This is an optimization exercise on Yosys and OpenROAD, whose aim is small area, not a production implementation.
Function was checked by simulation only, so behaviour that the tests miss may differ from the original.

[config.mk]
export PLATFORM = sky130hd
export DESIGN_NAME = Top
export DESIGN_NICKNAME = Top
export VERILOG_FILES = /design/flow/design.v
export SDC_FILE = /design/flow/constraint.sdc
export NUM_CORES = 4
export LEC_CHECK = 0
export CAP_MARGIN = 20
export CORE_MARGIN = 2
export CORE_UTILIZATION = 50
export SLEW_MARGIN = 20
[constraint.sdc]
create_clock -name core_clock -period 5.0 [get_ports {clk}]
set_input_delay 1.0000 -clock core_clock [delete_from_list [all_inputs] [get_ports {clk}]]
set_output_delay 1.0000 -clock core_clock [all_outputs]
set_load 0.01 [all_outputs]
[design.v]
module glue_logic_input  ( 
    input logic signed [15:0] x_re,  
    input logic signed [15:0] x_im,
    input logic signed [17:0] z_in, 
    output logic signed [15:0] x_out_cordic, 
    output logic signed [15:0] y_out_cordic, 
    output logic signed [17:0] z_out_cordic, 
    output logic [2:0] quadrant_out
);
always_comb begin
    z_out_cordic = z_in;
    case ({x_re[15], x_im[15]})  
        2'b00: begin  
            x_out_cordic = x_re;
            y_out_cordic = x_im;
            quadrant_out = 3'd1;
        end
        2'b01: begin  
            x_out_cordic = -x_im;
            y_out_cordic = x_re;
            quadrant_out = 3'd4;
        end
        2'b10: begin  
            x_out_cordic = x_im;
            y_out_cordic = -x_re;
            quadrant_out = 3'd2;
        end
        2'b11: begin  
            x_out_cordic = -x_re;
            y_out_cordic = -x_im;
            quadrant_out = 3'd3;
        end
    endcase
end
endmodule
module cordic #(parameter MODE = 1) (
    input logic clk,
    input logic reset,
    input logic signed [15:0] x_in,
    input logic signed [15:0] y_in,
    input logic signed [17:0] z_in,
    input logic [2:0] quadrant_in,
    output logic signed [15:0] x_out,
    output logic signed [15:0] y_out,
    output logic signed [17:0] z_out,
    output logic [2:0] quadrant_out
);
    logic signed [17:0] arctan_LUT [14:0];
      assign arctan_LUT[0] = 12867;  
      assign arctan_LUT[1] = 7596;
      assign arctan_LUT[2] = 4013;   
      assign arctan_LUT[3] = 2037;   
      assign arctan_LUT[4] = 1022;  
      assign arctan_LUT[5] = 511;    
      assign arctan_LUT[6] = 255;   
      assign arctan_LUT[7] = 127;   
      assign arctan_LUT[8] = 63;    
      assign arctan_LUT[9] = 31;     
      assign arctan_LUT[10] = 15;   
      assign arctan_LUT[11] = 7;  
      assign arctan_LUT[12] = 3;     
      assign arctan_LUT[13] = 1;    
      assign arctan_LUT[14] = 0;    
    logic signed [17:0] x_comb [14:0];
    logic signed [17:0] y_comb [14:0];
    logic signed [17:0] z_comb [14:0];
    logic [2:0] quadrant_comb [14:0];
    logic signed [15:0] x_next [14:0];
    logic signed [15:0] y_next [14:0]; 
    logic signed [17:0] z_next [14:0];
    logic [2:0] quadrant_next [14:0];
    logic signed [1:0] sigma [14:0];
    logic signed [15:0] x_shift[14:0];
    logic signed [15:0] y_shift[14:0];
    always_comb begin   
        x_comb[0] = x_in;
        y_comb[0] = y_in;
        z_comb[0] = z_in;
        quadrant_comb[0] = quadrant_in;
        for (int i = 0; i < 15; i++) begin
            if (MODE == 0) begin  
                if (z_next[i] >= 0) begin 
                    sigma[i] = 1;
                end
                else sigma[i] = -1;
            end
            else begin  
                if (y_next[i] < 0) begin
                    sigma[i] = 1;
                end
                else sigma[i] = -1;
            end
            x_shift[i] = x_next[i] >>> i;
            y_shift[i] = y_next[i] >>> i;
            x_comb[i+1] = x_next[i] - sigma[i] * (y_shift[i]);
            y_comb[i+1] = y_next[i] + sigma[i] * (x_shift[i]);
            z_comb[i+1] = z_next[i] - sigma[i] * arctan_LUT[i];
            quadrant_comb[i+1] = quadrant_next[i];
        end
    end
    assign x_out = x_next[14];
    assign y_out = y_next[14];
    assign z_out = z_next[14];
    assign quadrant_out = quadrant_next[14];
    always_ff @(posedge clk) begin
        if (reset) begin
            for (int i = 0; i < 15; i++) begin
                x_next[i] <= 0;
                y_next[i] <= 0;
                z_next[i] <= 0;
            end
        end 
        else begin
            for (int i = 0; i < 15; i++) begin
                x_next[i] <= x_comb[i];
                y_next[i] <= y_comb[i];
                z_next[i] <= z_comb[i];
                quadrant_next[i] <= quadrant_comb[i];
            end
        end
    end
endmodule
module glue_logic_output (
    input clk, reset,
    input logic signed [15:0] x_in_cordic,  
    input logic signed [17:0] z_in_cordic,  
    input logic [2:0] quadrant_in,
    output logic signed [17:0] theta,  
    output logic signed [15:0] amplitude
);
logic signed [17:0] theta_comb;
localparam signed PI = 51472;  
always_ff @(posedge clk) begin
    if (reset) begin
        theta <= 0;
        amplitude <= 0;
    end
    else begin
        theta <= theta_comb;
        amplitude <= x_in_cordic;
    end
end
always_comb begin
    case (quadrant_in)
        3'd1: begin  
            theta_comb = z_in_cordic;
        end
        3'd2: begin  
            theta_comb = z_in_cordic + PI/2;
        end
        3'd3: begin  
            theta_comb = z_in_cordic - PI;  
        end
        3'd4: begin  
            theta_comb = z_in_cordic - PI/2;  
        end
        default: begin  
            theta_comb = z_in_cordic;
        end
    endcase
end
endmodule
module delta_phase (
    input clk, reset,
    input logic signed [17:0] theta,
    output logic signed [17:0] delta_theta
);
logic signed [17:0] theta_prev;
always_ff @(posedge clk) begin
    if (reset) begin
        theta_prev <= 0;
        delta_theta <= 0;
    end
    else begin
        delta_theta <= theta - theta_prev;
        theta_prev <= theta;
    end
end
endmodule
module wrap_delta_phase (
    input logic signed [17:0] delta_theta,
    output logic signed [17:0] f_inst
);
localparam signed [17:0] PI = 51472;  
localparam signed [17:0] TWO_PI = 102944;
always_comb begin
    if (delta_theta > PI) begin
        f_inst = delta_theta - TWO_PI;
    end
    else if (delta_theta < -PI) begin
        f_inst = delta_theta + TWO_PI;
    end
    else begin
        f_inst = delta_theta;
    end
end
endmodule
module Top (
    input clk, reset,
    input logic signed [15:0] x_re,
    input logic signed [15:0] x_im,
    output logic signed [17:0] f_inst
);
logic signed [15:0] x_into_cordic;
logic signed [15:0] y_into_cordic;
logic signed [17:0] z_into_cordic;
logic [2:0] quadrant_into_cordic;
glue_logic_input glue_in (
    .x_re(x_re),
    .x_im(x_im),
    .z_in(0),
    .x_out_cordic(x_into_cordic),
    .y_out_cordic(y_into_cordic),
    .z_out_cordic(z_into_cordic),
    .quadrant_out(quadrant_into_cordic)
);
logic signed [15:0] x_out_cordic;
logic signed [15:0] y_out_cordic;
logic signed [17:0] z_out_cordic;
logic signed [2:0] quadrant_out_cordic;
cordic #(.MODE(1)) cordic_vectoring (
    .clk(clk),
    .reset(reset),
    .x_in(x_into_cordic),
    .y_in(y_into_cordic),
    .z_in(z_into_cordic),
    .quadrant_in(quadrant_into_cordic),
    .x_out(x_out_cordic),
    .y_out(y_out_cordic),
    .z_out(z_out_cordic),
    .quadrant_out(quadrant_out_cordic)
);
logic signed [17:0] theta;
logic signed [17:0] amplitude;
glue_logic_output glue_out (
    .clk(clk),
    .reset(reset),
    .x_in_cordic(x_out_cordic),
    .z_in_cordic(z_out_cordic),
    .quadrant_in(quadrant_out_cordic),
    .theta(theta),
    .amplitude(amplitude)
);
logic signed [17:0] delta_theta;
delta_phase delta_phase_inst (
    .clk(clk),
    .reset(reset),
    .theta(theta),
    .delta_theta(delta_theta)
);
wrap_delta_phase wrap_inst (
    .delta_theta(delta_theta),
    .f_inst(f_inst)
);
endmodule
[run.sh]
#!/bin/bash
# synth_recipe.tcl (not shown) runs the flow's synth.tcl, then flattens the netlist and writes it again
# the make line also repeats each setting of config.mk as NAME=value (left out here)
make -C /OpenROAD-flow-scripts/flow DESIGN_CONFIG=/design/flow/config.mk WORK_HOME=/design/flow/orfs CLKGATE_MAP_FILE= SYNTH_SCRIPT=/design/flow/synth_recipe.tcl finish
==> impl_metrics.toml <==
[floorplanning]
die_w_um = 343
die_area_um2 = 118000
start_util_pct = 50.3
die_y_um = 343
io_pins = 52
core-area_um2 = 114000
rows = 124

[timing]
slew_viol_final = 0
finalCritPeriodShare_pct = 86.1
grt_setup_unrepaired = "false"
final-setup-viol-count = 0
tightest_slew_ns = 0.968
period_minus_slack_ns = 4.31
clock_skew_ns = 0.0226
finalSetupTns_ns = 0
maxSlewHeadroom_pct = 33.8
fmax_mhz = 232
final_hold_viol_count = 0

[place]
hpwlAfterDp_mm = 98.9
gp_congestion = 0.868
numPortBuffers = 51
dpl_cell_area_um2 = 59300

[grt]
grt_max_degree = 147
antenna_found_initial = 0
grtUsageTotal_pct = 21.8
grt_pass1_wl_mm = 215
grt_pass1_vias = 44300
grt-ovfl-total = 0

[routing]
wl_per_cell_um = 15.4
wl_mm = 127
vias = 44900
viasPerCell = 5.45
first_pass_iters = 5
dr_wl_met2_mm = 63.1
dr_wl_met3_mm = 3.51
antenna_left = 0
top_layer = "met4"
drtIter0Drc = 2229
drc_errors = 0
m1WireLength_mm = 58.1

[clocking]
cts_tree = "yes"
clock_sinks = 741
clockBufferDepth = 3
hold_buffers = 0
cts_setup_buffers = 0
clock_latency_ns = 0.67
clk_pin_slew_worst_paths_ns = 0.06
clk_root_buffer_cell = "clkbuf_16"
htreeDepth = 3
postCtsResizedCells = 0
cts_inserted_buffers = 87

[synthesis]
synth_top_area_share_pct = 24.2
syn_area_per_cell_um2 = 8.56
ys.flop_type = "dfxtp_1"
ys_warn_count = 19
ys_ff_latch = 741
synth.distinct_cells = 87
yosys-top-cells-area = "dfxtp_1 24%, ha_1 17%, fa_1 8.9%, nor2_1 6.2%, inv_1 4.0%"
synth_edf_count = 45
ys_async_sr_fraction_pct = 0
ys_seq_area_share_pct = 26.6
syn_inst = 6716
yosys.area.top_type = "dfxtp_1"
netlist_area_um2 = 57500

[cells_and_area]
nNetsFinal = 7745
n_fill_cell = 10600
fin_area_um2 = 62400
antenna_cells = 0
area_delta_synth_final_pct = 8.50
drive_gt1_share_pct = 3.88

[critical_path]
crit_path_end_kind = "output port"
worstSetupPathType = "flip-flop to output port"
cp.arrival_ns = 3.31
cp-start-kind = "flip-flop"
crit_fanout = 14
crit_required_ns = 4.00

[run_status]
status = "finished clean"

[flow_run]
cap_violations = 0

[min_path]
hold_class = "flip-flop to flip-flop"
## layer usage
metal	vias to the layer above	global-route usage, %
met1	21200	27.4
met5	-	0
met4	0	5.06
met2	516	39.7
met3	159	2.71
li1	23100	-
## critical path: stages (launching register included)
cell and delay, ns:
dfxtp_1 0.49, nor3_1 0.15, nand4_1 0.11, nand4_1 0.09, a21oi_1 0.80, o21ai_0 0.26, xnor2_1 0.18, clkdlybuf4s50_1 0.55
## state kept, by name, summed over array words and instances (netlist names)
name / count
delta_phase_inst.theta_prev: 18
cordic_vectoring.quadrant_next: 45
cordic_vectoring.y_next: 209
cordic_vectoring.z_next: 237
cordic_vectoring.x_next: 196
delta_phase_inst.delta_theta: 18
glue_out.theta: 18
## placed cells by master (no fill, tap or decap), drive strengths merged, types with 32 or more instances in the layout
master	count
nor2	956
ha	796
dfxtp	696
inv	622
a21oi	423
o21ai	287
nand2	273
xnor2	265
fa	255
xor2	198
a21o	197
nor3	196
nor2b	159
clkbuf	113
nand3	98
o21a	84
a31oi	83
nand2b	71
o21bai	68
and3	58
a211oi	57
clkdlybuf4s50	50
edfxtp	45
or3	44
nor3b	39
and2	37
nand4	34
buf	32
## metrics by stage
step | utilization [%] | hold slack (ns) | cells | worst slack (ns)
floorplan | - | 0.400 | 6722 | 0.951
global placement | 51.9 | 0.402 | 8083 | 1.07
detailed placement | 51.9 | 0.405 | 8083 | 0.968
CTS | 54.6 | 0.413 | 8246 | 0.616
global route | 54.6 | 0.417 | 8246 | 0.420
finish | 54.6 | 0.414 | 8246 | 0.693
## path summary, 6_finish.rpt
check	cells past startpoint	slack (ns)	end	from
min reg2reg	0	0.41	cordic_vectoring.quadrant_next[7][2]	cordic_vectoring.quadrant_next[6][2]
max reg2reg	16	0.95	cordic_vectoring.y_next[13][15]	cordic_vectoring.y_next[12][15]
max	7	0.69	f_inst[13]	delta_phase_inst.delta_theta[5]
min	0	0.41	cordic_vectoring.quadrant_next[7][2]	cordic_vectoring.quadrant_next[6][2]
## final cells by class
type	count	area, um2	share of cell area (%)
multi-input cells	5129	39000	62.5
flip-flops and latches	741	15300	24.5
clock buffers	113	2410	3.87
inverters	619	2330	3.73
well taps	1512	1890	3.03
repair buffers	82	811	1.30
clock inverters	50	631	1.01
## kinds of logic (layout without fill, tap and decap cells)
| logic type | count (synthesis) | count (layout) | share of synthesized area [%] |
|---|---|---|---|
| muxes | 42 | 42 | 0.797 |
| xor gates and xnor gates | 463 | 463 | 7.06 |
| adders and majority gates | 1051 | 1051 | 26.2 |
| buffers and inverters | 852 | 864 | 5.60 |
| other | 1 | 7 | 0.00653 |
| and+or+nand+nor | 2073 | 2073 | 16.9 |
| AOI/OAI and AO/OA | 1493 | 1493 | 16.8 |
| DFF | 741 | 741 | 26.6 |
## Yosys cell counts (82+ instances only)
library cell	instances
nor2_1	956
a21oi_1	422
nor3_1	195
o21a_1	84
clkbuf_1	213
dfxtp_1	696
nand2_1	273
xnor2_1	265
a21o_1	197
o21ai_0	281
xor2_1	198
fa_1	255
ha_1	796
nor2b_1	159
nand3_1	98
a31oi_1	82
inv_1	619

-- separate check: timing with driven ports --
The results above use ideal ports. As a check the final layout listed here was re-extracted and re-timed, cells and wires unchanged. Step 1 assumes that a clkbuf_16 drives the clock port and a buf_2 every other input. Step 2 moves the port delays by t, midway between the first and last clock arrival at a register: inputs arrive t later, outputs are due t later. That takes back most of the time a late clock gives input paths. a / b / c = ideal / step 1 / step 2; a / b = the first two.
t, ns: 0.731
setup WS [ns]: 0.693 / 0.627 / 0.950
worst hold slack (ns): 0.414 / 0.414 / 0.414
clock arrival spread, ns: 0.032 / 0.032
worst slew at a driven data input, ns: 0.06
After both steps this run still meets setup and hold. For this run, drivers alone change the setup slack by -0.066 ns; drivers and shift together by +0.257 ns.
